Context: an optimization exercise on an open-source flow, tuned for small area. The choices shown serve that exercise and are no tape-out recipe.
Function was checked by simulation only, so behaviour that the tests miss may differ from the original.
No activity file was given, so power comes from the tool's default toggle rates.

## rev 12
==> flow/design.v <==
module counter (
    input  logic clk,
    input  logic rst_n,
    output logic tick
);
logic [5:0] u;
assign tick = (u == 6'd20);
always_ff @(posedge clk or negedge rst_n) begin
    if (!rst_n)
        u <= 6'd52;
    else
        u <= {u[4:0], u[5] ^ u[4] ^ tick};
end
endmodule
module fifo (
    input  logic       clk,
    input  logic       rst_n,
    input  logic       wr,
    input  logic [7:0] w_data,
    input  logic       rd,
    output logic [7:0] r_data,
    output logic       full,
    output logic       empty
);
logic [7:0] mem [0:15];
logic [4:0] p;
logic [3:0] hp;
logic       pend;
assign empty = p[4];
assign full  = ~p[4] & (&p[3:0]);
wire push = wr & ~full;
wire pop  = rd & ~empty;
wire ins  = pend & (hp == 4'(-p[3:0]));
always_ff @(posedge clk) begin
    for (int j = 0; j < 15; j++)
        mem[j] <= mem[j+1];
    mem[15] <= ins ? w_data : mem[0];
end
always_ff @(posedge clk or negedge rst_n) begin
    if (!rst_n) begin
        p    <= 5'b11111;
        hp   <= 4'd0;
        pend <= 1'b0;
    end else begin
        if (push & ~pop)
            p <= p + 5'd1;
        else if (pop & ~push)
            p <= p - 5'd1;
        hp <= hp - {3'b000, ~pop};
        if (push)
            pend <= 1'b1;
        else if (ins)
            pend <= 1'b0;
    end
end
wire        selb = pend & (p == 5'd0);
logic [15:0] sel;
always_comb
    for (int i = 0; i < 16; i++)
        sel[i] = ~selb & (hp == 4'(i));
for (genvar j = 0; j < 8; j++) begin : g_col
    logic [15:0] d;
    for (genvar i = 0; i < 16; i++) begin : g_bit
        assign d[i] = mem[i][j];
    end
    rd_col u_col (.sel(sel), .d(d), .selb(selb), .b(w_data[j]), .y(r_data[j]));
end
endmodule
module fifo_tx (
    input  logic       clk,
    input  logic       rst_n,
    input  logic       wr,
    input  logic [7:0] w_data,
    input  logic       rd,
    input  logic       clr_head,
    output logic [7:0] q0,
    output logic       at_x,
    output logic       full,
    output logic       empty
);
logic [7:0] st [0:15];
logic [7:0] d  [0:15];
logic [4:0] p;
logic [3:0] hp, tp;
logic       init;
assign empty = p[4];
assign full  = ~p[4] & (&p[3:0]);
assign at_x  = (hp == 4'd15);
assign q0    = st[0];
wire push = wr & ~full;
wire pop  = rd;
wire clr  = init | (clr_head & (hp == 4'd0));
logic [15:0] ins;
logic [3:0] lo, hi;
always_comb begin
    for (int k = 0; k < 4; k++) begin
        lo[k] = push & (tp[1:0] == 2'(k));
        hi[k] = (tp[3:2] == 2'(k));
    end
    for (int j = 0; j < 16; j++)
        ins[j] = lo[j % 4] & hi[j / 4];
end
wire [7:0] w_n = ~w_data;
for (genvar k = 0; k < 8; k++) begin : g_x
    oai22 u (.a1(st[1][k]), .a2(clr), .b1(~ins[0]), .b2(w_n[k]), .y(d[0][k]));
end
for (genvar j = 1; j < 16; j++) begin : g_pos
    for (genvar k = 0; k < 8; k++) begin : g_bit
        if (j % 2 == 1) begin : g_inv
            aoi21 u (.a1(ins[j]), .a2(w_data[k]), .b1(st[(j+1)%16][k]), .y(d[j][k]));
        end else begin : g_true
            oai21 u (.a1(~ins[j]), .a2(w_n[k]), .b1(st[j+1][k]), .y(d[j][k]));
        end
    end
end
always_ff @(posedge clk)
    for (int j = 0; j < 16; j++)
        st[j] <= d[j];
always_ff @(posedge clk or negedge rst_n) begin
    if (!rst_n) begin
        p    <= 5'b11111;
        hp   <= 4'd0;
        tp   <= 4'd0;
        init <= 1'b1;
    end else begin
        if (push & ~pop)
            p <= p + 5'd1;
        else if (pop & ~push)
            p <= p - 5'd1;
        hp <= hp - {3'b000, ~pop};
        tp <= tp - {3'b000, ~push};
        if (hp == 4'd1)
            init <= 1'b0;
    end
end
endmodule
module aoi21 (
    input  logic a1, a2, b1,
    output logic y
);
assign y = ~((a1 & a2) | b1);
endmodule
module oai21 (
    input  logic a1, a2, b1,
    output logic y
);
assign y = ~((a1 | a2) & b1);
endmodule
module oai22 (
    input  logic a1, a2, b1, b2,
    output logic y
);
assign y = ~((a1 | a2) & (b1 | b2));
endmodule
module rd_col (
    input  logic [15:0] sel,
    input  logic [15:0] d,
    input  logic        selb,
    input  logic        b,
    output logic        y
);
logic [5:0] t;
for (genvar g = 0; g < 5; g++) begin : g_aoi
    aoi222 u (.a0(sel[3*g]),   .b0(d[3*g]),
              .a1(sel[3*g+1]), .b1(d[3*g+1]),
              .a2(sel[3*g+2]), .b2(d[3*g+2]), .y(t[g]));
end
assign t[5] = ~((sel[15] & d[15]) | (selb & b));
assign y = ~&t;
endmodule
module aoi222 (
    input  logic a0, b0, a1, b1, a2, b2,
    output logic y
);
assign y = ~((a0 & b0) | (a1 & b1) | (a2 & b2));
endmodule
module uart_rx (
    input  logic       clk,
    input  logic       rst_n,
    input  logic       rx,
    input  logic       s_tick,
    output logic       rx_done_tick,
    output logic [7:0] dout
);
localparam logic [1:0] IDLE = 2'b00, START = 2'b01, DATA = 2'b11, STOP = 2'b10;
logic [1:0] state;
logic [3:0] s;
logic [7:0] b;
wire last = s_tick & (&s);
always_ff @(posedge clk or negedge rst_n) begin
    if (!rst_n)
        state <= IDLE;
    else case (state)
        IDLE:  if (~rx) state <= START;
        START: if (last) state <= DATA;
        DATA:  if (last & b[0]) state <= STOP;
        STOP:  if (last) state <= IDLE;
    endcase
end
always_ff @(posedge clk) begin
    if (state == IDLE)
        s <= 4'd8;
    else
        s <= s + {3'd0, s_tick};
end
always_ff @(posedge clk) begin
    if (state == START && last)
        b <= 8'h80;
    else if (state == DATA && last)
        b <= {rx, b[7:1]};
end
assign rx_done_tick = (state == STOP) & last;
assign dout = b;
endmodule
module uart_tx (
    input  logic       clk,
    input  logic       rst_n,
    input  logic       tx_start,
    input  logic       s_tick,
    input  logic [7:0] din,
    input  logic       at_x,
    output logic       stop,
    output logic       tx_done_tick,
    output logic       tx
);
localparam logic [1:0] IDLE = 2'b00, START = 2'b01, DATA = 2'b11, STOP = 2'b10;
logic [1:0] state;
logic [6:0] ns;    
wire last = s_tick & (&ns[3:0]);
always_ff @(posedge clk or negedge rst_n) begin
    if (!rst_n)
        state <= IDLE;
    else case (state)
        IDLE:  if (tx_start) state <= START;
        START: if (last) state <= DATA;
        DATA:  if (last & (ns[6:4] == 3'd0)) state <= STOP;
        STOP:  if (last) state <= IDLE;
    endcase
end
always_ff @(posedge clk) begin
    if (state == IDLE)
        ns <= 7'd0;
    else if (s_tick)
        ns <= ns + 7'd1;
end
logic nb, txd;
always_ff @(posedge clk) begin
    if (at_x)
        nb <= din[ns[6:4]];
    if (last)
        txd <= nb;
end
always_comb begin
    case (state)
        START:   tx = 1'b0;
        DATA:    tx = txd;
        default: tx = 1'b1;
    endcase
end
assign stop = (state == STOP);
assign tx_done_tick = (state == STOP) & last;
endmodule
module uart_module #(
    parameter int BIT_TICKS = 54
)(
    input logic clk,
    input logic rst_n,
    input logic rx,
    input logic rd_uart,
    input logic [7:0] w_data,
    input logic wr_uart,
    output logic tx,
    output logic [7:0] r_data,
    output logic rx_empty,
    output logic tx_full
);
logic s_tick;
logic [7:0] dout;
logic rx_done_tick;
logic tx_done_tick;
logic [7:0] din;
logic tx_fifo_empty;
logic at_x;
logic tx_stop;
counter u_baud_rate_generator (
    .clk(clk),
    .rst_n(rst_n),
    .tick(s_tick)
);
uart_rx u_reciever (
    .clk(clk),
    .rst_n(rst_n),
    .rx(rx),
    .s_tick(s_tick),
    .dout(dout),
    .rx_done_tick(rx_done_tick)
);
fifo u_reciever_fifo (
    .clk(clk),
    .rst_n(rst_n),
    .w_data(dout),
    .wr(rx_done_tick),
    .r_data(r_data),
    .rd(rd_uart),
    .empty(rx_empty),
    .full()
);
uart_tx u_tranciever (
    .clk(clk),
    .rst_n(rst_n),
    .tx(tx),
    .din(din),
    .at_x(at_x),
    .stop(tx_stop),
    .s_tick(s_tick),
    .tx_done_tick(tx_done_tick),
    .tx_start(!tx_fifo_empty)
);
fifo_tx u_tranciever_fifo (
    .clk(clk),
    .rst_n(rst_n),
    .w_data(w_data),
    .wr(wr_uart),
    .rd(tx_done_tick),
    .clr_head(tx_stop),
    .q0(din),
    .at_x(at_x),
    .empty(tx_fifo_empty),
    .full(tx_full)
);
endmodule
Settings: LEC_CHECK=0, CAP_MARGIN=20, CORE_MARGIN=2, CORE_UTILIZATION=70, SLEW_MARGIN=20, SYNTH_HIERARCHICAL=1; clock period 10.0 ns.
standard.sh (not shown) runs the stock make flow with config.mk's settings and CLKGATE_MAP_FILE= SYNTH_SCRIPT=/design/flow/synth_recipe.tcl, a recipe that flattens the netlist after the stock synthesis.
==> flow/flow/run.sh <==
#!/bin/bash
# Standard layout with three changes: after floorplan every cell gets the
# smallest size of its family (flow/downsize.tcl); port buffers are buf_1;
# the clock tree is built from clkbuf_4 with larger sink clusters and no
# dummy loads.
set -euo pipefail
export POST_FLOORPLAN_TCL="$PWD/flow/downsize.tcl"
export BUFFER_PORTS_ARGS="-buffer_cell sky130_fd_sc_hd__buf_1"
export CTS_ARGS="-sink_clustering_enable -repair_clock_nets -dont_use_dummy_load -buf_list sky130_fd_sc_hd__clkbuf_4 -root_buf sky130_fd_sc_hd__clkbuf_2 -tree_buf sky130_fd_sc_hd__clkbuf_2 -sink_clustering_size 12 -sink_clustering_max_diameter 40"
bash standard.sh > standard_flow.log 2>&1
==> flow/flow/downsize.tcl <==
set db [ord::get_db]
set block [ord::get_db_block]
set dont_use {}
if { [info exists ::env(DONT_USE_CELLS)] } {
  set dont_use $::env(DONT_USE_CELLS)
}
array set fam {}
foreach lib [$db getLibs] {
  foreach m [$lib getMasters] {
    set n [$m getName]
    if { [regexp {^(sky130_fd_sc_hd__[a-z0-9]+)_([0-9]+)$} $n -> base sz] } {
      if { [lsearch -exact $dont_use $n] < 0 } {
        lappend fam($base) $m
      }
    }
  }
}
set swapped 0
set saved 0
foreach inst [$block getInsts] {
  set m [$inst getMaster]
  set n [$m getName]
  if { ![regexp {^(sky130_fd_sc_hd__[a-z0-9]+)_([0-9]+)$} $n -> base sz] } {
    continue
  }
  if { ![info exists fam($base)] } {
    continue
  }
  set best $m
  set bw [$m getWidth]
  foreach c $fam($base) {
    if { [$c getWidth] < $bw } {
      set best $c
      set bw [$c getWidth]
    }
  }
  if { $best ne $m } {
    set saved [expr { $saved + [$m getWidth] - $bw }]
    $inst swapMaster $best
    incr swapped
  }
}
puts "downsize: swapped $swapped cells, saved width [expr { $saved / 1000.0 }] um"
Relative to rev 12, the following input files were edited for rev 13:
--- a/flow/design.v
+++ b/flow/design.v
@@ -83,21 +83,22 @@
 logic [4:0] p;
 logic [3:0] hp, tp;
 logic       init;
 assign empty = p[4];
 assign full  = ~p[4] & (&p[3:0]);
-assign at_x  = (hp == 4'd15);
+assign at_x  = (hp == 4'd0);
 assign q0    = st[0];
 wire push = wr & ~full;
 wire pop  = rd;
-wire clr  = init | (clr_head & (hp == 4'd0));
+wire clr  = init | (clr_head & (hp == 4'd1));
 logic [15:0] ins;
+wire  [3:0] tq = tp - 4'd1;
 logic [3:0] lo, hi;
 always_comb begin
     for (int k = 0; k < 4; k++) begin
-        lo[k] = push & (tp[1:0] == 2'(k));
-        hi[k] = (tp[3:2] == 2'(k));
+        lo[k] = push & (tq[1:0] == 2'(k));
+        hi[k] = (tq[3:2] == 2'(k));
     end
     for (int j = 0; j < 16; j++)
         ins[j] = lo[j % 4] & hi[j / 4];
 end
 wire [7:0] w_n = ~w_data;
@@ -117,21 +118,21 @@
     for (int j = 0; j < 16; j++)
         st[j] <= d[j];
 always_ff @(posedge clk or negedge rst_n) begin
     if (!rst_n) begin
         p    <= 5'b11111;
-        hp   <= 4'd0;
-        tp   <= 4'd0;
+        hp   <= 4'd1;
+        tp   <= 4'd1;
         init <= 1'b1;
     end else begin
         if (push & ~pop)
             p <= p + 5'd1;
         else if (pop & ~push)
             p <= p - 5'd1;
         hp <= hp - {3'b000, ~pop};
         tp <= tp - {3'b000, ~push};
-        if (hp == 4'd1)
+        if (hp == 4'd2)
             init <= 1'b0;
     end
 end
 endmodule
 module aoi21 (
### Flow results
Against rev 12 as the reference, rev 13 delivers a higher critical path depth.
Rev 12 → rev 13: clock group share of total power decreased 0.7 points; multi-input combinational cell area increased about 1.7%; design area increased 80 µm²; maximum frequency decreased 4.8%.
In rev 13 the multi-input gate share of the layout cell area turned out 0.25 points higher than in rev 12.
Result for rev 12 and rev 13: all clean

## re-timing with driven ports
No port has a modelled driver above. Below, the same layouts with a new extraction and two added sets of constraints.
Step 1: set_driving_cell puts a clkbuf_16 on clk and a buf_2 on each other input, an assumption about the parent block.
Step 2, shift: input delay + t, output delay - t, t = (earliest + latest rising clock arrival at the registers) / 2. This alone moves slack from input paths to output paths.
a / b / c = no drivers / after step 1 / after step 2; a / b = the first two.
run	t, ns	setup WS [ns]	worst setup path at the end	latest minus earliest clock arrival (ns)	worst slew at a driven data input, ns
rev 12	0.759	4.446 / 4.411 / 5.170	register to output	0.068 / 0.068	0.06
rev 13	0.752	4.164 / 4.131 / 4.883	register to output	0.114 / 0.113	0.04
After both steps setup and hold are still met in every run listed.
